From an optimization exercise on the open Yosys and OpenROAD flow, aimed at small area and a short achievable clock period; shortcuts taken in it are not production practice. Function was checked by simulation only, so behaviour that the tests miss may differ from the original. Power and IR drop assume default switching activity.

File: design/flow/run.sh
#!/bin/bash
# synth_recipe.tcl (not shown) runs the flow's synth.tcl, then flattens the netlist and writes it again
# the make line also repeats each setting of config.mk as NAME=value (left out here)
make -C /OpenROAD-flow-scripts/flow DESIGN_CONFIG=/design/flow/config.mk WORK_HOME=/design/flow/orfs CLKGATE_MAP_FILE= SYNTH_SCRIPT=/design/flow/synth_recipe.tcl finish
File: design/flow/config.mk
export PLATFORM = sky130hd
export DESIGN_NAME = singlecycle
export DESIGN_NICKNAME = singlecycle
export VERILOG_FILES = /design/flow/design.v
export SDC_FILE = /design/flow/constraint.sdc
export NUM_CORES = 8
export LEC_CHECK = 0
export CAP_MARGIN = 20
export CORE_MARGIN = 2
export CORE_UTILIZATION = 40
export SLEW_MARGIN = 20
File: design/flow/design.v
module Address_Generator (
  input logic          i_rst   ,
  input logic          i_clk   ,
  input logic          br_sel  ,
  input logic  [31:0]   pc_four,
  input logic  [31:0]   pc_bru ,
  output logic [31:0]   pc
);
  logic [31:0] nxt_pc;
  always_comb begin   
    nxt_pc = br_sel ? pc_bru : pc_four;
  end
  always_ff @(posedge i_clk or posedge i_rst) begin  
    if (i_rst) begin
      pc <= 32'd0;
    end else begin
	   pc <= nxt_pc;
	 end
  end 
endmodule
module PCPlus4(
	input  logic [31:0]   pc,
	output logic [31:0]   pc_four
);
  always_comb begin
	 pc_four = pc + 4;
  end
endmodule
module decoder (
  input  logic [31:0]   instr   ,
  output logic [4:0]    rs1_addr,
  output logic [4:0]    rs2_addr,
  output logic [4:0]    rd_addr ,
  output logic [6:0]    OP      ,
  output logic [2:0]    funct3  ,
  output logic          funct7  ,
  output logic          OPb5    ,
  output logic [24:0]   imm     ,
  output logic [6:0]    funct77
);
  always_comb begin
    rs1_addr = instr[19:15];
	 rs2_addr = instr[24:20];
	 rd_addr  = instr[11:7];
	 OP       = instr[6:0];
	 OPb5	 	 = instr[5];
	 funct3   = instr[14:12];
	 funct7   = instr[30];
	 imm      = instr[31:7];
	 funct77  = instr[31:25];
  end
endmodule
module regfile (
  input  logic [4:0]   i_rs1_addr,
  input  logic [4:0]   i_rs2_addr,
  input  logic [4:0]   i_rd_addr ,
  input  logic [31:0]  i_rd_data ,
  input  logic         i_clk     ,
  input  logic         i_rd_wren ,
  input  logic         i_rst     ,
  output logic [31:0]  o_rs1_data,
  output logic [31:0]  o_rs2_data,
  output logic [31:0]  checkx1   ,   
  output logic [31:0]  checkx2   ,
  output logic [31:0]  checkx3   ,
  output logic [31:0]  checkx4   ,
  output logic [31:0]  checkx5   ,
  output logic [31:0]  checkx6   ,
  output logic [31:0]  checkx7
);
  logic [31:0] Registers[31:0];
  integer j;
  always_comb begin
    o_rs1_data = Registers[i_rs1_addr];
    o_rs2_data = Registers[i_rs2_addr];
    checkx1 = Registers[1];
    checkx2 = Registers[2];
    checkx3 = Registers[3];
    checkx4 = Registers[4];
    checkx5 = Registers[5];
    checkx6 = Registers[6];
	 checkx7 = Registers[7];
  end
  always_ff @(posedge i_clk or posedge i_rst) begin
    if (i_rst) begin
      for(j = 0; j < 32;j = j + 1) begin
        Registers[j] <= 32'd0;
      end
    end else if (i_rd_wren && (|i_rd_addr)) begin     
      Registers[i_rd_addr] <= i_rd_data;
    end
  end
endmodule
module ImmGen (
	input  logic [24:0]   imm    ,
	input  logic [2:0]    ImmSel ,
	output logic [31:0]   ImmExtD
);
  always_comb begin
    casex(ImmSel)
      3'b000:  ImmExtD = {{20{imm[24]}}, imm[24:13]};                             
		3'b001:  ImmExtD = {{20{imm[24]}}, imm[24:18], imm[4:0]};                   
		3'b010:  ImmExtD = {{20{imm[24]}}, imm[0],  imm[23:18], imm[4:1], 1'b0};    
		3'b011:  ImmExtD = {{12{imm[24]}}, imm[12:5],  imm[13], imm[23:14], 1'b0};  
		3'b100:  ImmExtD = {imm[24:5], 12'b000000000000 };                          
		default: ImmExtD = 32'd0;                                                   
    endcase
  end
endmodule
module brc(
  input  logic [31:0]   i_rs1_data,       
  input  logic [31:0]   i_rs2_data,       
  input  logic          i_br_un   ,       
  input  logic [31:0]   ImmExtD   ,
  input  logic				i_slti_sel,
  output logic          o_br_less ,       
  output logic          o_br_equal        
);
  logic [31:0] eq_bits;              
  logic [32:0] sub_result;           
  logic [31:0] i_rs2_data_tmp;
  assign i_rs2_data_tmp = (i_slti_sel)? ImmExtD : i_rs2_data;
  assign eq_bits = ~(i_rs1_data ^ i_rs2_data_tmp);
  assign o_br_equal = &eq_bits;
  always_comb begin
    sub_result = {1'b0, i_rs1_data} + {1'b0, (~i_rs2_data_tmp + 1)};
    if (i_br_un) begin
      o_br_less = !sub_result[32];  
    end else begin
      o_br_less = (i_rs1_data[31] ^ i_rs2_data_tmp[31]) ? i_rs1_data[31] : sub_result[31];
    end
  end
endmodule
module Controller (
  input  logic [31:0]  instr      ,
  input  logic [6:0]   OP         ,
  input  logic [6:0]   funct77    ,
  input  logic [2:0]   funct3     ,
  input  logic         funct7     ,
  input	logic			  OPb5       ,
  input  logic			  br_less    ,
  input  logic			  br_equal   ,
  output logic         mem_wren   ,
  output logic         rd_wren    ,
  output logic 		  op_a_sel   ,
  output logic 		  op_b_sel   ,
  output logic 		  br_sel     ,
  output logic	 		  br_unsigned,
  output logic 		  slti_sel   ,
  output logic 		  insn_vld   ,
  output logic [3:0]   alu_op     ,
  output logic [1:0]   wb_sel     ,
  output logic [2:0]   ImmSel
);
  logic [1:0] alu_control;
  logic 		  br_sel_tmp;
  always_comb begin
    if (instr == 32'b0) begin
      insn_vld = 0;   
    end else begin
      case (OP)
        7'b0000011: insn_vld = 1;  
		  7'b0100011: insn_vld = 1;  
		  7'b0110011: insn_vld = 1;  
	     7'b1100011: insn_vld = 1;  
		  7'b0010011: insn_vld = 1;  
		  7'b1101111: insn_vld = 1;  
		  7'b1100111: insn_vld = 1;  
		  7'b0110111: insn_vld = 1;  
        7'b0010111: insn_vld = 1;  
        default: insn_vld = 0;   
      endcase
    end
  end
  always_comb begin
    br_unsigned = 0;
    slti_sel = 0;
    if (OP == 7'b1100011) begin
      case(funct3)
	     3'b000:   br_unsigned =  0;  
		  3'b001:   br_unsigned =  0;  
		  3'b100:   br_unsigned =  0;   
		  3'b101:   br_unsigned =  0;   
		  3'b110:   br_unsigned =  1;   
		  3'b111:   br_unsigned =  1;  
		  default : br_unsigned =  0;
	   endcase
    end else if (OP == 7'b0110011) begin
		case(funct3)
		  3'b010:   br_unsigned =  0;  
		  3'b011:   br_unsigned =  1;  
		  default: br_unsigned = 0;
		endcase
    end else if (OP == 7'b0010011) begin
		case(funct3)
		  3'b010: begin
		    slti_sel = 1;
			 br_unsigned = 0;	 
		  end
		  3'b011: begin
		    slti_sel = 1;
		    br_unsigned = 1;	 
		  end
		  default: begin
		    slti_sel = 0;
		    br_unsigned = 0;
		  end
      endcase
    end else begin
      br_unsigned = 0;
    end
  end	
  always_comb begin
    case(funct3)
	   3'b000:   br_sel_tmp = (br_equal)? 1'b1 : 1'b0;  
		3'b001:   br_sel_tmp = (~br_equal)? 1'b1 : 1'b0;  
		3'b100:   br_sel_tmp = (br_less)? 1'b1 : 1'b0;   
		3'b101:   br_sel_tmp = (!br_less | br_equal)? 1'b1 : 1'b0;   
		3'b110:   br_sel_tmp = (br_less)? 1'b1 : 1'b0;   
		3'b111:   br_sel_tmp = (!br_less | br_equal)? 1'b1 : 1'b0;  
		default : br_sel_tmp =  1'b0;
    endcase
  end
  always_comb begin
    casex (OP)
	   7'b0000011: begin         
		  mem_wren = 1'b0;
		  rd_wren = 1'b1;
		  op_a_sel = 1'b0;
		  op_b_sel = 1'b1;
		  br_sel = 1'b0;
		  wb_sel = 2'b01;
		  alu_control= 2'b00;
		  ImmSel    = 3'b000;
      end 
      7'b0100011: begin   
		  mem_wren = 1'b1;
		  rd_wren = 1'b0;
		  op_a_sel = 1'b0;
		  op_b_sel = 1'b1;
		  br_sel = 1'b0;
		  wb_sel = 2'b00;
		  alu_control= 2'b00;
		  ImmSel    = 3'b001;
      end
		7'b0110011: begin   
		  mem_wren = 1'b0;
		  rd_wren = 1'b1;
		  op_a_sel = 1'b0;
		  op_b_sel = 1'b0;
		  br_sel = 1'b0;
		  wb_sel = 2'b00;
		  alu_control= 2'b10;
		  ImmSel    = 3'b000;
      end
      7'b1100011: begin   
		  mem_wren = 1'b0;
		  rd_wren = 1'b0;
		  op_a_sel = 1'b1;
		  op_b_sel = 1'b1;
		  br_sel = br_sel_tmp;
		  wb_sel = 2'b00;
		  alu_control= 2'b00;  
		  ImmSel    = 3'b010;
      end
      7'b0010011: begin   
		  mem_wren = 1'b0;
		  rd_wren = 1'b1;
		  op_a_sel = 1'b0;
		  op_b_sel = 1'b1;
		  br_sel = 1'b0;
		  wb_sel = 2'b00;
		  alu_control= 2'b10;
		  ImmSel    = 3'b000;
      end
      7'b1101111: begin  
		  mem_wren = 1'b0;
		  rd_wren = 1'b1;
		  op_a_sel = 1'b1;
		  op_b_sel = 1'b1;
		  br_sel = 1'b1;
		  wb_sel = 2'b11;
		  alu_control= 2'b11;
		  ImmSel    = 3'b011;
	   end
      7'b1100111: begin  
		  mem_wren = 1'b0;	
		  rd_wren = 1'b1;
		  op_a_sel = 1'b0;
		  op_b_sel = 1'b1;
		  br_sel = 1'b1;
		  wb_sel = 2'b11;
		  alu_control= 2'b11;
		  ImmSel    = 3'b000;
      end
      7'b0110111: begin  
		  mem_wren = 1'b0;
		  rd_wren = 1'b1;
		  op_a_sel = 1'b0;
		  op_b_sel = 1'b1;
		  br_sel = 1'b0;
		  wb_sel = 2'b00;
		  alu_control= 2'b01;
		  ImmSel = 3'b100;
      end
      7'b0010111: begin  
		  mem_wren = 1'b0;
		  rd_wren = 1'b1;
		  op_a_sel = 1'b1;
		  op_b_sel = 1'b1;
		  br_sel = 1'b0;
		  wb_sel = 2'b00;
		  alu_control= 2'b00;
		  ImmSel = 3'b100;
      end 
      default: begin
		  mem_wren = 1'b0;
		  rd_wren = 1'b0;
		  op_a_sel = 1'b0;
		  op_b_sel = 1'b0;
		  br_sel = 1'b0;
		  wb_sel = 2'b00;
		  alu_control= 2'b00;
		  ImmSel    = 3'b000;
		end 
    endcase
  end
  logic RtypeSub;
  assign RtypeSub = funct7 & OPb5;  
  always @ (*) begin
    case(alu_control)
      2'b00: alu_op = 4'b0000;  
		2'b01: alu_op = 4'b1100;  
		2'b11: alu_op = 4'b0000;  
	   default: begin
		  case(funct3)  
		    3'b000: 
			   if (RtypeSub)
				  alu_op = 4'b0001;  
				else
				  alu_op = 4'b0000;  
	       3'b001: alu_op = 4'b0100;  
			 3'b010: alu_op = 4'b0101;  
			 3'b011: alu_op = 4'b1000;  
			 3'b100: alu_op = 4'b1010;  
			 3'b101: 
			   if (~funct7)
				  alu_op = 4'b1011;	 
				else
				  alu_op = 4'b0111;   
			 3'b110: alu_op = 4'b0011;  
			 3'b111: alu_op = 4'b0010;  
			 default: alu_op = 4'b0000;  
			endcase
      end		
    endcase
	end
endmodule
module alu(
  input  logic [31:0]   i_operand_a, i_operand_b,   
  input  logic				op_a_sel, op_b_sel      ,	
  input  logic [31:0] 	pc                      ,
  input	logic	[31:0] 	ImmExtD                 ,
  input  logic [3:0]  	i_alu_op                ,   
  input	logic				br_less                 ,
  output logic [31:0] 	o_alu_data  			       
);
  logic [31:0]   o_alu_data_temp;
  logic [31:0]   operand_a, operand_b;
  logic [31:0]   shift_temp;	
  assign operand_a = (op_a_sel)? pc : i_operand_a;
  assign operand_b = (op_b_sel)? ImmExtD : i_operand_b;
  always_comb begin
    shift_temp = operand_a;  
      case(i_alu_op)
        4'b0000: o_alu_data_temp =   operand_a + operand_b;   
        4'b0001: o_alu_data_temp =   operand_a + ~operand_b + 1;   
        4'b0010: o_alu_data_temp =   operand_a & operand_b;	   
        4'b0011: o_alu_data_temp =   operand_a | operand_b;    
		  4'b0100: begin    
		    if (operand_b[0]) shift_temp = {shift_temp[30:0], 1'b0};
          if (operand_b[1]) shift_temp = {shift_temp[29:0], 2'b00};
          if (operand_b[2]) shift_temp = {shift_temp[27:0], 4'b0000};
          if (operand_b[3]) shift_temp = {shift_temp[23:0], 8'b00000000};
          if (operand_b[4]) shift_temp = {shift_temp[15:0], 16'b0000000000000000};
          o_alu_data_temp = shift_temp;
        end 
        4'b0101: o_alu_data_temp =	(br_less) ? 32'd1 : 32'd0 ;  
		  4'b0111: begin
		    if (operand_b[0]) shift_temp = {shift_temp[31], shift_temp[31:1]};
          if (operand_b[1]) shift_temp = {{2{shift_temp[31]}}, shift_temp[31:2]};
          if (operand_b[2]) shift_temp = {{4{shift_temp[31]}}, shift_temp[31:4]};
          if (operand_b[3]) shift_temp = {{8{shift_temp[31]}}, shift_temp[31:8]};
          if (operand_b[4]) shift_temp = {{16{shift_temp[31]}}, shift_temp[31:16]};
          o_alu_data_temp = shift_temp;
		  end
        4'b1000: o_alu_data_temp =   (br_less) ? 32'd1 : 32'd0;  
        4'b1010: o_alu_data_temp =   operand_a ^ operand_b;  
        4'b1011: begin
		    if (operand_b[0]) shift_temp = {1'b0, shift_temp[31:1]};
          if (operand_b[1]) shift_temp = {2'b00, shift_temp[31:2]};
          if (operand_b[2]) shift_temp = {4'b0000, shift_temp[31:4]};
          if (operand_b[3]) shift_temp = {8'b00000000, shift_temp[31:8]};
          if (operand_b[4]) shift_temp = {16'b0000000000000000, shift_temp[31:16]};
          o_alu_data_temp = shift_temp;
		  end
		  4'b1100: o_alu_data_temp = operand_b;  
        default:  o_alu_data_temp = 32'b0;
		endcase
	end
	always_comb begin
	  o_alu_data = o_alu_data_temp;
	end
endmodule 
module lsu (
  input  logic           i_clk      ,                   
  input  logic           i_rst      ,                   
  input  logic [31:0]    i_st_data  ,      
  input  logic [31:0]    i_lsu_addr ,     
  input  logic           i_lsu_wren ,          
  input  logic [2:0]     funct3     ,
  input	logic	[31:0] 	 i_io_sw    ,      
  input	logic	[31:0] 	 i_io_btn   ,     
  output logic [31:0]    o_ld_data  ,      
  output logic [1:0]     byte_offset,
  output logic [6:0] 	 o_io_hex0  ,    
  output logic [6:0] 	 o_io_hex1  ,
  output logic [6:0] 	 o_io_hex2  ,
  output logic [6:0] 	 o_io_hex3  ,
  output logic [6:0] 	 o_io_hex4  ,
  output logic [6:0] 	 o_io_hex5  ,
  output logic [6:0] 	 o_io_hex6  ,
  output logic [6:0] 	 o_io_hex7  ,
  output logic [31:0] 	 o_io_ledg  ,    
  output logic [31:0] 	 o_io_ledr ,    
  output logic [31:0] 	 o_io_lcd	    
);
  logic [7:0] 	reg_7_segment [7:0];
  logic [31:0] sram_ld_data;
  logic [31:0] sram_st_data;
  localparam [31:0] RED_LED_START    = 32'h7000, RED_LED_END   = 32'h700F;
  localparam [31:0] GREEN_LED_START  = 32'h7010, GREEN_LED_END = 32'h701F;
  localparam [31:0] SEVEN_SEG_START  = 32'h7020   , SEVEN_SEG_END = 32'h7027;
  localparam [31:0] LCD_CTRL_START   = 32'h7030, LCD_CTRL_END  = 32'h703F;
  localparam [31:0] SWITCH_START     = 32'h7800, SWITCH_END    = 32'h780F;
  localparam [31:0] BUTTON_START     = 32'h7810, BUTTON_END    = 32'h781F;
  localparam [31:0] SDRAM_START      = 32'h2000, SDRAM_END     = 32'h3FFF;
  localparam F3_B   = 3'b000;   
  localparam F3_H   = 3'b001;   
  localparam F3_W   = 3'b010;   
  localparam F3_BU  = 3'b100;   
  localparam F3_HU  = 3'b101;   
  assign byte_offset = i_lsu_addr[1:0];
  logic [31:0] mem [63:0];
  logic [5:0]  i_addr;
  assign i_addr  = i_lsu_addr[7:2];
  assign sram_ld_data = mem[i_addr];
  always_ff @(posedge i_clk) begin
    if (i_lsu_wren)
      mem[i_addr] <= sram_st_data;
  end
  logic [31:0] ld_data;
  always_comb begin 
    case(i_lsu_addr[1:0]) 
      2'b00: ld_data = sram_ld_data;
      2'b01: ld_data = {8'b0, sram_ld_data[31:8]};
      2'b10: ld_data = {16'b0, sram_ld_data[31:16]};
      2'b11: ld_data = {24'b0, sram_ld_data[31:24]};
    endcase
  end
  always_comb begin
    o_ld_data = 32'b0;
      if (!i_lsu_wren) begin
		  if (i_lsu_addr >= SDRAM_START && i_lsu_addr <= SDRAM_END) begin
		    o_ld_data = ld_data;
			 case (funct3)
			   F3_W: begin  
				o_ld_data = ld_data;
			 end
			 F3_H: begin  
				if (byte_offset != 2'b11)
				  o_ld_data = {{16{ld_data[15]}},ld_data[15:0]};
				else
				  o_ld_data = 32'b0;  
			 end
			 F3_B: begin  
			   o_ld_data = {{24{ld_data[7]}},ld_data[7:0]};
			 end
			 F3_BU: begin  
			   o_ld_data = {24'b0,ld_data[7:0]};
			 end
			 F3_HU: begin  
			   if (byte_offset != 2'b11)
				  o_ld_data = {16'b0,ld_data[15:0]};
				else
				  o_ld_data = 32'b0;  
			 end
			 default : o_ld_data = 32'b0;  
		  endcase	
		  end else if (i_lsu_addr >= RED_LED_START && i_lsu_addr <= RED_LED_END) begin
				o_ld_data = {15'b0, o_io_ledr[16:0]};
			end else if (i_lsu_addr >= GREEN_LED_START && i_lsu_addr <= GREEN_LED_END) begin
				o_ld_data = {24'b0, o_io_ledg[7:0]};
			end else if (i_lsu_addr >= 32'h7020 && i_lsu_addr <= 32'h7023) begin
				case (funct3)
					F3_W: begin  
						case (byte_offset)
							2'b00:
								o_ld_data = {reg_7_segment[3], reg_7_segment[2], reg_7_segment[1], reg_7_segment[0]};
							2'b01: 
								o_ld_data = {8'b0,reg_7_segment[3], reg_7_segment[2], reg_7_segment[1]};
							2'b10:
								o_ld_data = {16'b0,reg_7_segment[3], reg_7_segment[2]};
							2'b11:
								o_ld_data = {24'b0,reg_7_segment[3]};
						endcase		
					end
					F3_H: begin  
						case (byte_offset)
							2'b00:
								o_ld_data = {{16{reg_7_segment[1][7]}}, reg_7_segment[1], reg_7_segment[0]};
							2'b01: 
								o_ld_data = {{16{reg_7_segment[2][7]}}, reg_7_segment[2], reg_7_segment[1]};
							2'b10:
								o_ld_data = {{16{reg_7_segment[3][7]}},reg_7_segment[3], reg_7_segment[2]};
							2'b11:
								o_ld_data = 32'b0;  
						endcase	
					end
					F3_B: begin  
						case (byte_offset)
							2'b00:
								o_ld_data = {{24{reg_7_segment[0][7]}}, reg_7_segment[0]};
							2'b01: 
								o_ld_data = {{24{reg_7_segment[1][7]}}, reg_7_segment[1]};
							2'b10:
								o_ld_data = {{24{reg_7_segment[2][7]}}, reg_7_segment[2]};
							2'b11:
								o_ld_data = {{24{reg_7_segment[3][7]}},reg_7_segment[3]};
						endcase
					end
					F3_BU: begin  
							case (byte_offset)
							2'b00:
								o_ld_data = {24'b0, reg_7_segment[0]};
							2'b01: 
								o_ld_data = {24'b0, reg_7_segment[1]};
							2'b10:
								o_ld_data = {24'b0, reg_7_segment[2]};
							2'b11:
								o_ld_data = {24'b0,reg_7_segment[3]};
						endcase
					end
					F3_HU: begin  
						case (byte_offset)
							2'b00:
								o_ld_data = {16'b0, reg_7_segment[1], reg_7_segment[0]};
							2'b01: 
								o_ld_data = {16'b0, reg_7_segment[2], reg_7_segment[1]};
							2'b10:
								o_ld_data = {16'b0,reg_7_segment[3], reg_7_segment[2]};
							2'b11:
								o_ld_data = 32'b0;  
						endcase	
					end
					default : o_ld_data = 32'b0;  
				endcase
			end else if (i_lsu_addr >= 32'h7024 && i_lsu_addr <= 32'h7027) begin
				case (funct3)
					F3_W: begin  
						case (byte_offset)
							2'b00:
								o_ld_data = {reg_7_segment[7], reg_7_segment[6], reg_7_segment[5], reg_7_segment[4]};
							2'b01: 
								o_ld_data = {8'b0,reg_7_segment[7], reg_7_segment[6], reg_7_segment[5]};
							2'b10:
								o_ld_data = {16'b0,reg_7_segment[7], reg_7_segment[6]};
							2'b11:
								o_ld_data = {24'b0,reg_7_segment[7]};
						endcase		
					end
					F3_H: begin  
						case (byte_offset)
							2'b00:
								o_ld_data = {{16{reg_7_segment[5][7]}}, reg_7_segment[5], reg_7_segment[4]};
							2'b01: 
								o_ld_data = {{16{reg_7_segment[6][7]}}, reg_7_segment[6], reg_7_segment[5]};
							2'b10:
								o_ld_data = {{16{reg_7_segment[7][7]}},reg_7_segment[7], reg_7_segment[6]};
							2'b11:
								o_ld_data = 32'b0;  
						endcase	
					end
					F3_B: begin  
						case (byte_offset)
							2'b00:
								o_ld_data = {{24{reg_7_segment[4][7]}}, reg_7_segment[4]};
							2'b01: 
								o_ld_data = {{24{reg_7_segment[5][7]}}, reg_7_segment[5]};
							2'b10:
								o_ld_data = {{24{reg_7_segment[6][7]}}, reg_7_segment[6]};
							2'b11:
								o_ld_data = {{24{reg_7_segment[7][7]}},reg_7_segment[7]};
						endcase
					end
					F3_BU: begin  
							case (byte_offset)
							2'b00:
								o_ld_data = {24'b0, reg_7_segment[4]};
							2'b01: 
								o_ld_data = {24'b0, reg_7_segment[5]};
							2'b10:
								o_ld_data = {24'b0, reg_7_segment[6]};
							2'b11:
								o_ld_data = {24'b0,reg_7_segment[7]};
						endcase
					end
					F3_HU: begin  
						case (byte_offset)
							2'b00:
								o_ld_data = {16'b0, reg_7_segment[5], reg_7_segment[4]};
							2'b01: 
								o_ld_data = {16'b0, reg_7_segment[6], reg_7_segment[5]};
							2'b10:
								o_ld_data = {16'b0,reg_7_segment[7], reg_7_segment[6]};
							2'b11:
								o_ld_data = 32'b0;  
						endcase	
					end
					default : o_ld_data = 32'b0;  
				endcase
			end else if (i_lsu_addr >= LCD_CTRL_START && i_lsu_addr <= LCD_CTRL_END) begin
				o_ld_data = o_io_lcd;
			end else if (i_lsu_addr >= SWITCH_START && i_lsu_addr <= SWITCH_END) begin
				o_ld_data = {14'b0, i_io_sw[17:0]};
			end else if (i_lsu_addr >= BUTTON_START && i_lsu_addr <= BUTTON_END) begin
				o_ld_data = {22'b0, i_io_btn[9:0]};
			end else begin
				o_ld_data = 32'b0;
			end
		end
	 end
	 always_comb begin
		sram_st_data = sram_ld_data;
		if (i_lsu_addr >= SDRAM_START && i_lsu_addr <= SDRAM_END) begin
			case (byte_offset)
				2'b00: begin
					case (funct3)
						F3_W: begin  
							sram_st_data = i_st_data;
						end
						F3_H: begin  
							sram_st_data [15:0] = i_st_data [15:0];
						end
						F3_B: begin  
							sram_st_data [7:0] = i_st_data [7:0];
						end
						default: ; 
					endcase
				end
				2'b01: begin
					case (funct3)
						F3_W: begin  
							sram_st_data [31:8] = i_st_data [23:0];
						end
						F3_H: begin  
							sram_st_data [23:8] = i_st_data [15:0];
						end
						F3_B: begin  
							sram_st_data [15:8] = i_st_data [7:0];
						end
						default: ; 
					endcase
				end
				2'b10: begin
					case (funct3)
						F3_W: begin  
							sram_st_data [31:16] = i_st_data [15:0];
						end
						F3_H: begin  
							sram_st_data [31:16] = i_st_data [15:0];
						end
						F3_B: begin  
							sram_st_data [23:16] = i_st_data [7:0];
						end
						default: ; 
					endcase
				end
				2'b11: begin
					case (funct3)
						F3_W: begin  
							sram_st_data [31:24] = i_st_data [7:0];
						end
						F3_H: begin  
							sram_st_data [31:24] = i_st_data [7:0];
						end
						F3_B: begin  
							sram_st_data [31:24] = i_st_data [7:0];
						end
						default: ; 
					endcase
				end
			endcase
		end
	 end
	 always_ff @(posedge i_clk or posedge i_rst) begin
        if (i_rst) begin
            reg_7_segment[0] <= 8'h0;
				reg_7_segment[1] <= 8'h0;
				reg_7_segment[2] <= 8'h0;
				reg_7_segment[3] <= 8'h0;
				reg_7_segment[4] <= 8'h0;
				reg_7_segment[5] <= 8'h0;
				reg_7_segment[6] <= 8'h0;
				reg_7_segment[7] <= 8'h0;
            o_io_ledg <= 32'b0;
            o_io_ledr <= 32'b0;
            o_io_lcd  <= 32'b0;
		 end else if(i_lsu_wren) begin
			if (i_lsu_addr >= RED_LED_START && i_lsu_addr <= RED_LED_END) begin
				o_io_ledr <= i_st_data[16:0];
			end else if (i_lsu_addr >= GREEN_LED_START && i_lsu_addr <= GREEN_LED_END) begin
				o_io_ledg <= i_st_data[7:0];
			end else if (i_lsu_addr >= 32'h7020 && i_lsu_addr <= 32'h7023) begin
				case (byte_offset)
				2'b00: begin
					case (funct3)
						F3_W: begin  
							reg_7_segment[0] <= i_st_data [7:0];
							reg_7_segment[1] <= i_st_data [15:8];
							reg_7_segment[2] <= i_st_data [23:16];
							reg_7_segment[3] <= i_st_data [31:24];
						end
						F3_H: begin  
							reg_7_segment[0] <= i_st_data [7:0];
							reg_7_segment[1] <= i_st_data [15:8];
						end
						F3_B: begin  
							reg_7_segment[0] <= i_st_data [7:0];
						end
						default: ; 
					endcase
				end
				2'b01: begin
					case (funct3)
						F3_W: begin  
							reg_7_segment[1] <= i_st_data [7:0];
							reg_7_segment[2] <= i_st_data [15:8];
							reg_7_segment[3] <= i_st_data [23:16];
						end
						F3_H: begin  
							reg_7_segment[1] <= i_st_data [7:0];
							reg_7_segment[2] <= i_st_data [15:8];
						end
						F3_B: begin  
							reg_7_segment[1] <= i_st_data [7:0];
						end
						default: ; 
					endcase
				end
				2'b10: begin
					case (funct3)
						F3_W: begin  
							reg_7_segment[2] <= i_st_data [7:0];
							reg_7_segment[3] <= i_st_data [15:8];
						end
						F3_H: begin  
							reg_7_segment[2] <= i_st_data [7:0];
							reg_7_segment[3] <= i_st_data [15:8];
						end
						F3_B: begin  
							reg_7_segment[2] <= i_st_data [7:0];
						end
						default: ; 
					endcase
				end
				2'b11: begin
					case (funct3)
						F3_W: begin  
							reg_7_segment[3] <= i_st_data [7:0];
						end
						F3_H: begin  
						end
						F3_B: begin  
							reg_7_segment[3] <= i_st_data [7:0];
						end
						default: ; 
					endcase
				end
			endcase	
			end else if (i_lsu_addr >= 32'h7023 && i_lsu_addr <= 32'h7027) begin
				case (byte_offset)
				2'b00: begin
					case (funct3)
						F3_W: begin  
							reg_7_segment[4] <= i_st_data [7:0];
							reg_7_segment[5] <= i_st_data [15:8];
							reg_7_segment[6] <= i_st_data [23:16];
							reg_7_segment[7] <= i_st_data [31:24];
						end
						F3_H: begin  
							reg_7_segment[4] <= i_st_data [7:0];
							reg_7_segment[5] <= i_st_data [15:8];
						end
						F3_B: begin  
							reg_7_segment[4] <= i_st_data [7:0];
						end
						default: ; 
					endcase
				end
				2'b01: begin
					case (funct3)
						F3_W: begin  
							reg_7_segment[5] <= i_st_data [7:0];
							reg_7_segment[6] <= i_st_data [15:8];
							reg_7_segment[7] <= i_st_data [23:16];
						end
						F3_H: begin  
							reg_7_segment[5] <= i_st_data [7:0];
							reg_7_segment[6] <= i_st_data [15:8];
						end
						F3_B: begin  
							reg_7_segment[5] <= i_st_data [7:0];
						end
						default: ; 
					endcase
				end
				2'b10: begin
					case (funct3)
						F3_W: begin  
							reg_7_segment[6] <= i_st_data [7:0];
							reg_7_segment[7] <= i_st_data [15:8];
						end
						F3_H: begin  
							reg_7_segment[6] <= i_st_data [7:0];
							reg_7_segment[7] <= i_st_data [15:8];
						end
						F3_B: begin  
							reg_7_segment[6] <= i_st_data [7:0];
						end
						default: ; 
					endcase
				end
				2'b11: begin
					case (funct3)
						F3_W: begin  
							reg_7_segment[7] <= i_st_data [7:0];
						end
						F3_H: begin  
						end
						F3_B: begin  
							reg_7_segment[7] <= i_st_data [7:0];
						end
						default: ; 
					endcase
				end
			endcase
			end else if (i_lsu_addr >= LCD_CTRL_START && i_lsu_addr <= LCD_CTRL_END) begin
				o_io_lcd <= i_st_data;
			end
		 end
	end
    always_comb begin
        o_io_hex0 = reg_7_segment[0][6:0];
        o_io_hex1 = reg_7_segment[1][6:0];
        o_io_hex2 = reg_7_segment[2][6:0];
        o_io_hex3 = reg_7_segment[3][6:0];
        o_io_hex4 = reg_7_segment[4][6:0];
        o_io_hex5 = reg_7_segment[5][6:0];
        o_io_hex6 = reg_7_segment[6][6:0];
        o_io_hex7 = reg_7_segment[7][6:0];
    end
endmodule
module mux_1(
  input  logic [31:0] 	pc_four  ,
  input 	logic	[31:0] 	alu_data ,
  input 	logic	[31:0] 	ld_data_2,
  input 	logic	[1:0] 	wb_sel   ,
  output logic [31:0] 	wb_data
);
  always_comb begin
    case (wb_sel)
      2'b00: 	wb_data 	= alu_data;
	   2'b01: 	wb_data 	= ld_data_2;
		default: wb_data 	= pc_four;
	 endcase
  end
endmodule	
module pc_inst_debug(
	input  logic          i_clk     ,
	input  logic          i_rst     ,
	input  logic          insn_vld  ,
	input  logic [31:0]   pc        ,
	output logic          o_insn_vld,
	output logic [31:0]   o_pc_debug
);
  always_ff @(posedge i_clk or posedge i_rst) begin
    if (i_rst) begin
	   o_insn_vld <= 1'b0;
		o_pc_debug <= 32'b0;
	 end else begin
		o_insn_vld <= insn_vld;
		o_pc_debug <= pc;
	 end
  end
endmodule
module singlecycle(
	input i_clk,
	input i_rst,
	input [31:0] i_io_sw,
	input [31:0] i_io_btn,
	output wire [31:0]	o_imem_addr,
	input  wire [31:0]	i_imem_data,
	output wire [31:0]	o_pc_debug,
	output wire 			o_insn_vld,
	output wire [31:0] 	o_io_ledg,
	output wire [31:0]	o_io_ledr,
	output wire [31:0]	o_io_lcd,
	output wire [6:0]	o_io_hex0,
	output wire [6:0]	o_io_hex1,
	output wire [6:0]	o_io_hex2,
	output wire [6:0]	o_io_hex3,
	output wire [6:0]	o_io_hex4,
	output wire [6:0]	o_io_hex5,
	output wire [6:0]	o_io_hex6,
	output wire [6:0]	o_io_hex7
);
	wire [31:0] checkx4;
	wire [31:0] checkx5;
	wire 			br_sel;
	wire [31:0] pc, pc_four, pc_bru;
	wire [31:0]	instr;
	wire [4:0] 	rs1_addr, rs2_addr, rd_addr;
	wire [31:0] i_operand_a, i_operand_b;
	wire [31:0] o_alu_data;
	wire [6:0] 	OP;
	wire [2:0] 	funct3;
	wire 			funct7, OPb5;
	wire [24:0] imm;
	wire [6:0] 	funct77;
	wire 			rd_wren;
	wire [31:0] rs1_data, rs2_data, st_data;
	wire [2:0] 	ImmSel;
	wire [31:0] ImmExtD;
	wire 			br_unsigned, br_less, br_equal;
	wire 			mem_wren;
	wire 			op_a_sel, op_b_sel;
	wire [3:0] 	alu_op;
	wire [1:0]	wb_sel;
	wire [31:0] alu_data, addr, wb_data;
	wire [31:0] io_sw;
	wire [31:0] io_hex0, io_hex1, io_hex2, io_hex3, io_hex4, io_hex5, io_hex6, io_hex7;
	wire [31:0] ld_data, io_lcd, io_ledg, io_ledr;
	wire 			slti_sel;
	wire 			insn_vld;
	wire [31:0] ld_data_2;
	wire [6:0] io_hex0_o, io_hex1_o,io_hex2_o,io_hex3_o,io_hex4_o,io_hex5_o,io_hex6_o, io_hex7_o;
	Address_Generator u0(
		.i_rst	(i_rst		),
		.i_clk	(i_clk		),
		.br_sel	(br_sel		),
		.pc_four	(pc_four		),
		.pc_bru	(alu_data	),	
		.pc		(pc			)
	);
	PCPlus4 u1(
		.pc 		(pc		),
		.pc_four (pc_four	)
	);
	assign o_imem_addr = pc;
	assign instr = i_imem_data;
	decoder u3(
		.instr 	(instr	),
		.rs1_addr(rs1_addr),
		.rs2_addr(rs2_addr),
		.rd_addr	(rd_addr	),
		.OP		(OP		),
		.funct3 	(funct3	),
		.funct7 	(funct7	),
		.OPb5 	(OPb5		),
		.imm 		(imm		),
		.funct77 (funct77	)
	);
	regfile u4(
		.i_rs1_addr(rs1_addr),
		.i_rs2_addr(rs2_addr),
		.i_rd_addr	(rd_addr	),
		.i_rd_data	(wb_data	),
		.i_clk 	(i_clk	),
		.i_rd_wren (rd_wren	),
		.i_rst 	(i_rst	),
		.o_rs1_data(rs1_data),
		.o_rs2_data(rs2_data),
		.checkx1 (	),
		.checkx2 (	),
		.checkx3 (	),
		.checkx4 (	),
		.checkx5 (	),
		.checkx6 (	),
		.checkx7 (	)
	);
	ImmGen u5(
		.imm		(imm		),
		.ImmSel 	(ImmSel	),
		.ImmExtD (ImmExtD	)
	);
	brc u6(
		.i_rs1_data 	(rs1_data	),
		.i_rs2_data 	(rs2_data	),
		.ImmExtD		(ImmExtD		),
		.i_slti_sel 	(slti_sel	),
		.i_br_un(br_unsigned),
		.o_br_less 	(br_less		),
		.o_br_equal 	(br_equal	)
	);
	Controller u7(
		.OP				(OP			),
		.instr 			(instr		),
		.funct3 			(funct3		),
		.funct77		(funct77	),
		.funct7 			(funct7		),
		.OPb5 			(OPb5			),
		.br_less 		(br_less		),
		.br_equal 		(br_equal	),
		.mem_wren 		(mem_wren	),
		.rd_wren 		(rd_wren		),
		.op_a_sel 		(op_a_sel	),
		.op_b_sel 		(op_b_sel	),
		.br_sel 			(br_sel		),
		.br_unsigned	(br_unsigned),
		.slti_sel		(slti_sel	),
		.insn_vld 		(insn_vld	),
		.alu_op 			(alu_op		),
		.wb_sel 			(wb_sel		),
		.ImmSel 			(ImmSel		)
	);
	alu u8(
		.i_operand_a 	(rs1_data),
		.i_operand_b 	(rs2_data),
		.op_a_sel 	(op_a_sel),
		.op_b_sel 	(op_b_sel),
		.pc 			(pc		),
		.ImmExtD		(ImmExtD	),
		.i_alu_op 		(alu_op	),
		.br_less 	(br_less	),
		.o_alu_data 	(alu_data)
	);
	lsu u9(
		.i_st_data (rs2_data	),
		.i_lsu_addr 	(alu_data	),
		.i_clk 	(i_clk		),
		.i_lsu_wren 	(mem_wren	),
		.i_rst 	(i_rst		),
		.funct3	(funct3		),
		.i_io_sw 	(i_io_sw		),
		.i_io_btn (i_io_btn),
		.o_io_hex0 (o_io_hex0	),
		.o_io_hex1 (o_io_hex1	),
		.o_io_hex2 (o_io_hex2	),
		.o_io_hex3 (o_io_hex3	),
		.o_io_hex4 (o_io_hex4	),
		.o_io_hex5 (o_io_hex5	),
		.o_io_hex6 (o_io_hex6	),
		.o_io_hex7 (o_io_hex7	),
		.o_io_ledg (o_io_ledg	),
		.o_io_ledr (o_io_ledr	),
		.o_io_lcd 	(o_io_lcd	),
		.byte_offset (	),
		.o_ld_data (ld_data)
	);
	mux_1 u10(
		.pc_four (pc_four	),
		.alu_data(alu_data),
		.ld_data_2 (ld_data),
		.wb_sel 	(wb_sel	),
		.wb_data (wb_data	)
	);
	pc_inst_debug u11(
		.i_clk (i_clk),
		.i_rst (i_rst),
		.insn_vld (insn_vld),
		.pc (pc),
		.o_insn_vld (o_insn_vld),
		.o_pc_debug (o_pc_debug)
	);
endmodule
File: design/flow/constraint.sdc
create_clock -name core_clock -period 15.0 [get_ports {i_clk}]
set_input_delay 3.0000 -clock core_clock [delete_from_list [all_inputs] [get_ports {i_clk}]]
set_output_delay 3.0000 -clock core_clock [all_outputs]
set_load 0.01 [all_outputs]
==> run summary <==
worst max-delay path by stage:
stage	start	to	slack (ns)
final	i_imem_data[16]	u4.Registers[21][15]	0.48
after detailed placement	i_imem_data[24]	u4.Registers[15][17]	0.53
after floorplan	i_rst	u0.pc[0]	-4.72
after global placement	i_imem_data[20]	u4.Registers[1][16]	0.59
after CTS	i_imem_data[24]	u4.Registers[1][17]	1.49
after global routing	i_imem_data[24]	u4.Registers[25][16]	0.40
cell type report:
class	count	share of cell area, %
Antenna cell	110	0.147
Clock inverter	150	0.589
Sequential cell	3258	49.1
Inverter	144	0.292
Tap cell	5428	3.63
Multi-Input combinational cell	10600	34.5
Clock buffer	478	5.20
Timing Repair Buffer	1272	6.58
per-layer routing:
metal  track usage [%]  vias up
met5             0.347        -
met4              31.5       40
met1              48.4    72600
met2              54.7    12700
met3              14.5     3592
li1                  -    58500
layout by cell type, fill, tap and decap left out, drive strengths merged, types with 87 or more instances in the layout:
cell,count
a2111oi,99
inv,151
o21ai,488
a31oi,629
dfrtp,1210
a21oi,718
mux2,151
a221oi,115
nor3,290
edfxtp,2048
and3,498
nand4,169
diode,110
ha,136
a211oi,260
clkinv,123
clkdlybuf4s50,229
nand2,2323
a311oi,231
a22o,87
clkbuf,479
mux2i,264
a22oi,494
nand3,899
nor2,1303
buf,1042
state kept, by name, indices dropped and copies added, names as in the netlist:
name	count
u9.o_io_lcd	32
u11.o_pc_debug	32
u9.o_io_ledr	17
u0.pc	32
u9.mem	2048
u4.Registers	1024
u9.reg_7_segment	64
u11.o_insn_vld	1
u9.o_io_ledg	8
logic make-up after synthesis:
logic type               Yosys count  share of synthesized area [%]
AO/OA/AOI/OAI                   3940                           17.1
XOR/XNOR                         103                          0.554
adder cells (fa/ha/maj)          138                           1.07
buffers and inverters           1618                           5.32
flip-flops                      3258                           56.4
multiplexers                     419                           2.74
other                              1                        0.00230
AND/OR/NAND/NOR                 5956                           16.8
power by group through the flow:
| stage | combinational, mW | sequential (mW) | clock (mW) |
|---|---|---|---|
| 6_report | 7.03 | 11.1 | 8.45 |
| 5_1_grt | 7.24 | 11.1 | 8.80 |
| 4_1_cts | 6.76 | 11.1 | 8.45 |
| 3_5_place_dp | 6.73 | 11.3 | 0 |
| 3_3_place_gp | 6.68 | 11.3 | 0 |
| 2_1_floorplan | 3.30 | 11.3 | 0 |
metrics by stage:
| stage | std cells | cell area (um2) | utilization (%) | setup WS [ns] | hold slack, ns |
|---|---|---|---|---|---|
| 3_3_place_gp | 20700 | 176000 | 43.3 | 0.588 | 0.390 |
| 4_1_cts | 21300 | 187000 | 46.0 | 1.49 | 0.404 |
| 3_5_place_dp | 20700 | 176000 | 43.3 | 0.528 | 0.390 |
| 2_1_floorplan | 15500 | 163000 | - | -4.72 | 0.435 |
| 5_1_grt | 21300 | 187000 | 46.0 | 0.396 | 0.410 |
| 6_report | 21400 | 187000 | 46.1 | 0.483 | 0.404 |
worst max-delay path, delay by kind of cell:
| kind | cells | cell delay [ns] |
|---|---|---|
| AO/OA/AOI/OAI | 16 | 6.17 |
| adder cells (fa/ha/maj) | 1 | 0.32 |
| buffers and inverters | 6 | 2.25 |
| multiplexers | 1 | 0.31 |
| AND/OR/NAND/NOR | 7 | 3.10 |
==> run_summary.xml <==
<?xml version="1.0" encoding="UTF-8"?>
<metrics>
  <group name="logic_synthesis">
    <metric name="synth_area_leader_cell" unit="">sky130_fd_sc_hd__edfxtp_1</metric>
    <metric name="synth_async_sr_flop_share" unit="%">37.1</metric>
    <metric name="synth.distinct_cells" unit="">144</metric>
    <metric name="number_of_flops_mapped_to_enable_cells_by_yosys" unit="">2048</metric>
    <metric name="yosys.area.top_type_share" unit="%">37.8</metric>
    <metric name="synth_area" unit="um2">163000</metric>
    <metric name="postSynthCellCount" unit="">15400</metric>
    <metric name="synthesis.yosys.warnings" unit="">13</metric>
    <metric name="post_synth.cell_area_avg" unit="um2">10.5</metric>
    <metric name="synth_top_cells_by_area" unit="">sky130_fd_sc_hd__edfxtp_1 (38%), sky130_fd_sc_hd__dfrtp_1 (19%), sky130_fd_sc_hd__nand2_1 (5.4%)</metric>
    <metric name="synth-main-ff-cell" unit="">sky130_fd_sc_hd__edfxtp_1</metric>
    <metric name="synth-seq-cells" unit="">3258</metric>
    <metric name="synth_most_common_cell" unit="">sky130_fd_sc_hd__nand2_1</metric>
    <metric name="seq_area_frac_synth" unit="%">56.4</metric>
    <metric name="synth_commonest_cells" unit="">sky130_fd_sc_hd__nand2_1 (2,322), sky130_fd_sc_hd__edfxtp_1 (2,048), sky130_fd_sc_hd__nor2_1 (1,288)</metric>
  </group>
  <group name="floorplan">
    <metric name="pin_count" unit="">315</metric>
    <metric name="floorplan.core_area" unit="um2">406000</metric>
    <metric name="num_rows" unit="">234</metric>
    <metric name="initial_cell_density_of_the_core" unit="%">40.1</metric>
    <metric name="die_area" unit="um2">412000</metric>
    <metric name="chipHeight" unit="um">642</metric>
    <metric name="floorplan.die.width" unit="um">642</metric>
  </group>
  <group name="clock_network">
    <metric name="hold_buffers" unit="">0</metric>
    <metric name="clkLatencyLatePin" unit="ns">1.03</metric>
    <metric name="clk_pin_slew_worst_paths" unit="ns">0.06</metric>
    <metric name="tritoncts" unit="">yes</metric>
    <metric name="post_cts_resized" unit="">0</metric>
    <metric name="cts.repair_timing.setup_buffer_count" unit="">0</metric>
    <metric name="clock_tree.buffer_depth" unit="">4</metric>
    <metric name="cts_sink_count" unit="">3258</metric>
    <metric name="cts_htree_levels" unit="">5</metric>
    <metric name="cts_buffers" unit="">348</metric>
    <metric name="clk_root_buf" unit="">sky130_fd_sc_hd__clkbuf_16</metric>
  </group>
  <group name="route">
    <metric name="drt_iter0_markers" unit="">25800</metric>
    <metric name="num_vias" unit="">147000</metric>
    <metric name="postRouteWirelength" unit="mm">839</metric>
    <metric name="met2_wirelength" unit="mm">340</metric>
    <metric name="met3_wirelength" unit="mm">115</metric>
    <metric name="wl_per_cell" unit="um">39.2</metric>
    <metric name="via_per_inst" unit="">6.87</metric>
    <metric name="met1_length" unit="mm">299</metric>
    <metric name="top_layer" unit="">met5</metric>
    <metric name="ant_nets" unit="">0</metric>
    <metric name="route.detailed.drc" unit="">0</metric>
    <metric name="drt_pre_antenna_iters" unit="">10</metric>
  </group>
  <group name="pwr">
    <metric name="power.share.combinational" unit="%">26.4</metric>
    <metric name="pwr_per_cell_area" unit="nW/um2">142</metric>
    <metric name="max-vdd-ir-drop" unit="mV">0.133</metric>
    <metric name="sw_frac_of_total" unit="%">34.2</metric>
    <metric name="sequential_fraction_of_design_power" unit="%">41.8</metric>
    <metric name="power.net_switching" unit="mW">9.10</metric>
    <metric name="totalPowerFinal" unit="mW">26.6</metric>
    <metric name="intPower" unit="mW">17.5</metric>
    <metric name="leakagePower" unit="nW">71.1</metric>
    <metric name="p_clk_share" unit="%">31.8</metric>
  </group>
  <group name="worst_setup_path">
    <metric name="critPathMostFrequentCell" unit="">sky130_fd_sc_hd__buf_4</metric>
    <metric name="r2r_start" unit="">u4.Registers[24][0]</metric>
    <metric name="reg2reg_slack" unit="ns">3.49</metric>
    <metric name="worstSetupEndpointType" unit="">flip-flop</metric>
    <metric name="slowest_delay" unit="ns">1.04</metric>
    <metric name="timing.critical_path.fanout_max" unit="">43</metric>
    <metric name="critPathLaunchType" unit="">input pin</metric>
    <metric name="required" unit="ns">15.88</metric>
    <metric name="worst-endpoint-arrival" unit="ns">15.40</metric>
    <metric name="critical_path.slowest_cell" unit="">sky130_fd_sc_hd__nor2_2</metric>
    <metric name="rr_endpoint" unit="">u4.Registers[1][17]</metric>
    <metric name="reg2reg_depth" unit="">42</metric>
    <metric name="critical_path_class" unit="">in -&gt; reg</metric>
  </group>
  <group name="placed_design">
    <metric name="port-buffer-count" unit="">239</metric>
    <metric name="gp_routability_congestion" unit="">1.07</metric>
    <metric name="detailed_place_hpwl" unit="mm">551</metric>
  </group>
  <group name="timing">
    <metric name="setup_violations" unit="">0</metric>
    <metric name="rsz0062_at_grt" unit="">no</metric>
    <metric name="tightestPinTransition" unit="ns">1.32</metric>
    <metric name="setup_tns" unit="ns">0</metric>
    <metric name="slew_headroom" unit="%">11.8</metric>
    <metric name="drv_slew" unit="">0</metric>
    <metric name="post-route-min-period" unit="ns">14.52</metric>
    <metric name="period_share" unit="%">96.8</metric>
    <metric name="clock_skew" unit="ns">0.0597</metric>
    <metric name="achievable_clock_frequency" unit="GHz">0.0689</metric>
    <metric name="finalHoldViolCount" unit="">0</metric>
  </group>
  <group name="global_routing">
    <metric name="grt_antenna_before_repair" unit="">96</metric>
    <metric name="grt_use_total" unit="%">39.2</metric>
    <metric name="grt_pass1_vias" unit="">134000</metric>
    <metric name="grt.overflow.total" unit="">0</metric>
    <metric name="grt_start_max_net_pins" unit="">156</metric>
    <metric name="grt_first_pass_wirelength" unit="mm">1130</metric>
  </group>
  <group name="worst_hold_path">
    <metric name="min_delay_path_depth" unit="">0</metric>
    <metric name="min-delay-start" unit="">u4.Registers[0][6]</metric>
    <metric name="worstHoldPathType" unit="">reg -&gt; reg</metric>
    <metric name="holdPathEnd" unit="">u4.Registers[0][6]</metric>
  </group>
  <group name="run">
    <metric name="max_cap_violations" unit="">0</metric>
  </group>
  <group name="layout">
    <metric name="multi_input_comb_area" unit="um2">64600</metric>
    <metric name="layout-drive-gt1-share" unit="%">13.7</metric>
    <metric name="layout-area-overhead-vs-synth" unit="%">14.9</metric>
    <metric name="area.sequential" unit="um2">91800</metric>
    <metric name="nNetsFinal" unit="">15900</metric>
    <metric name="fillers" unit="">37800</metric>
  </group>
  <group name="outcome">
    <metric name="run_status" unit="">timing/DRC/antenna clean</metric>
  </group>
</metrics>

separate check: timing with driven ports:
No port has a modelled driver above. Below, the same layout with a new extraction and two added sets of constraints.
Step 1: set_driving_cell puts a clkbuf_16 on i_clk and a buf_2 on each other input, an assumption about the parent block.
Step 2 moves the port delays by t, midway between the first and last clock arrival at a register: inputs arrive t later, outputs are due t later. That takes back most of the time a late clock gives input paths.
a / b / c = no drivers / after step 1 / after step 2; a / b = the first two.
t, ns: 1.115
setup slack, ns: 0.483 / 0.567 / -0.547
clock arrival spread, ns: 0.060 / 0.059
worst slew at a driven data input, ns: 0.08
Met with ideal ports but missed after step 2: setup timing in this run. For this run, drivers alone change the setup slack by +0.084 ns; drivers and shift together by -1.030 ns.
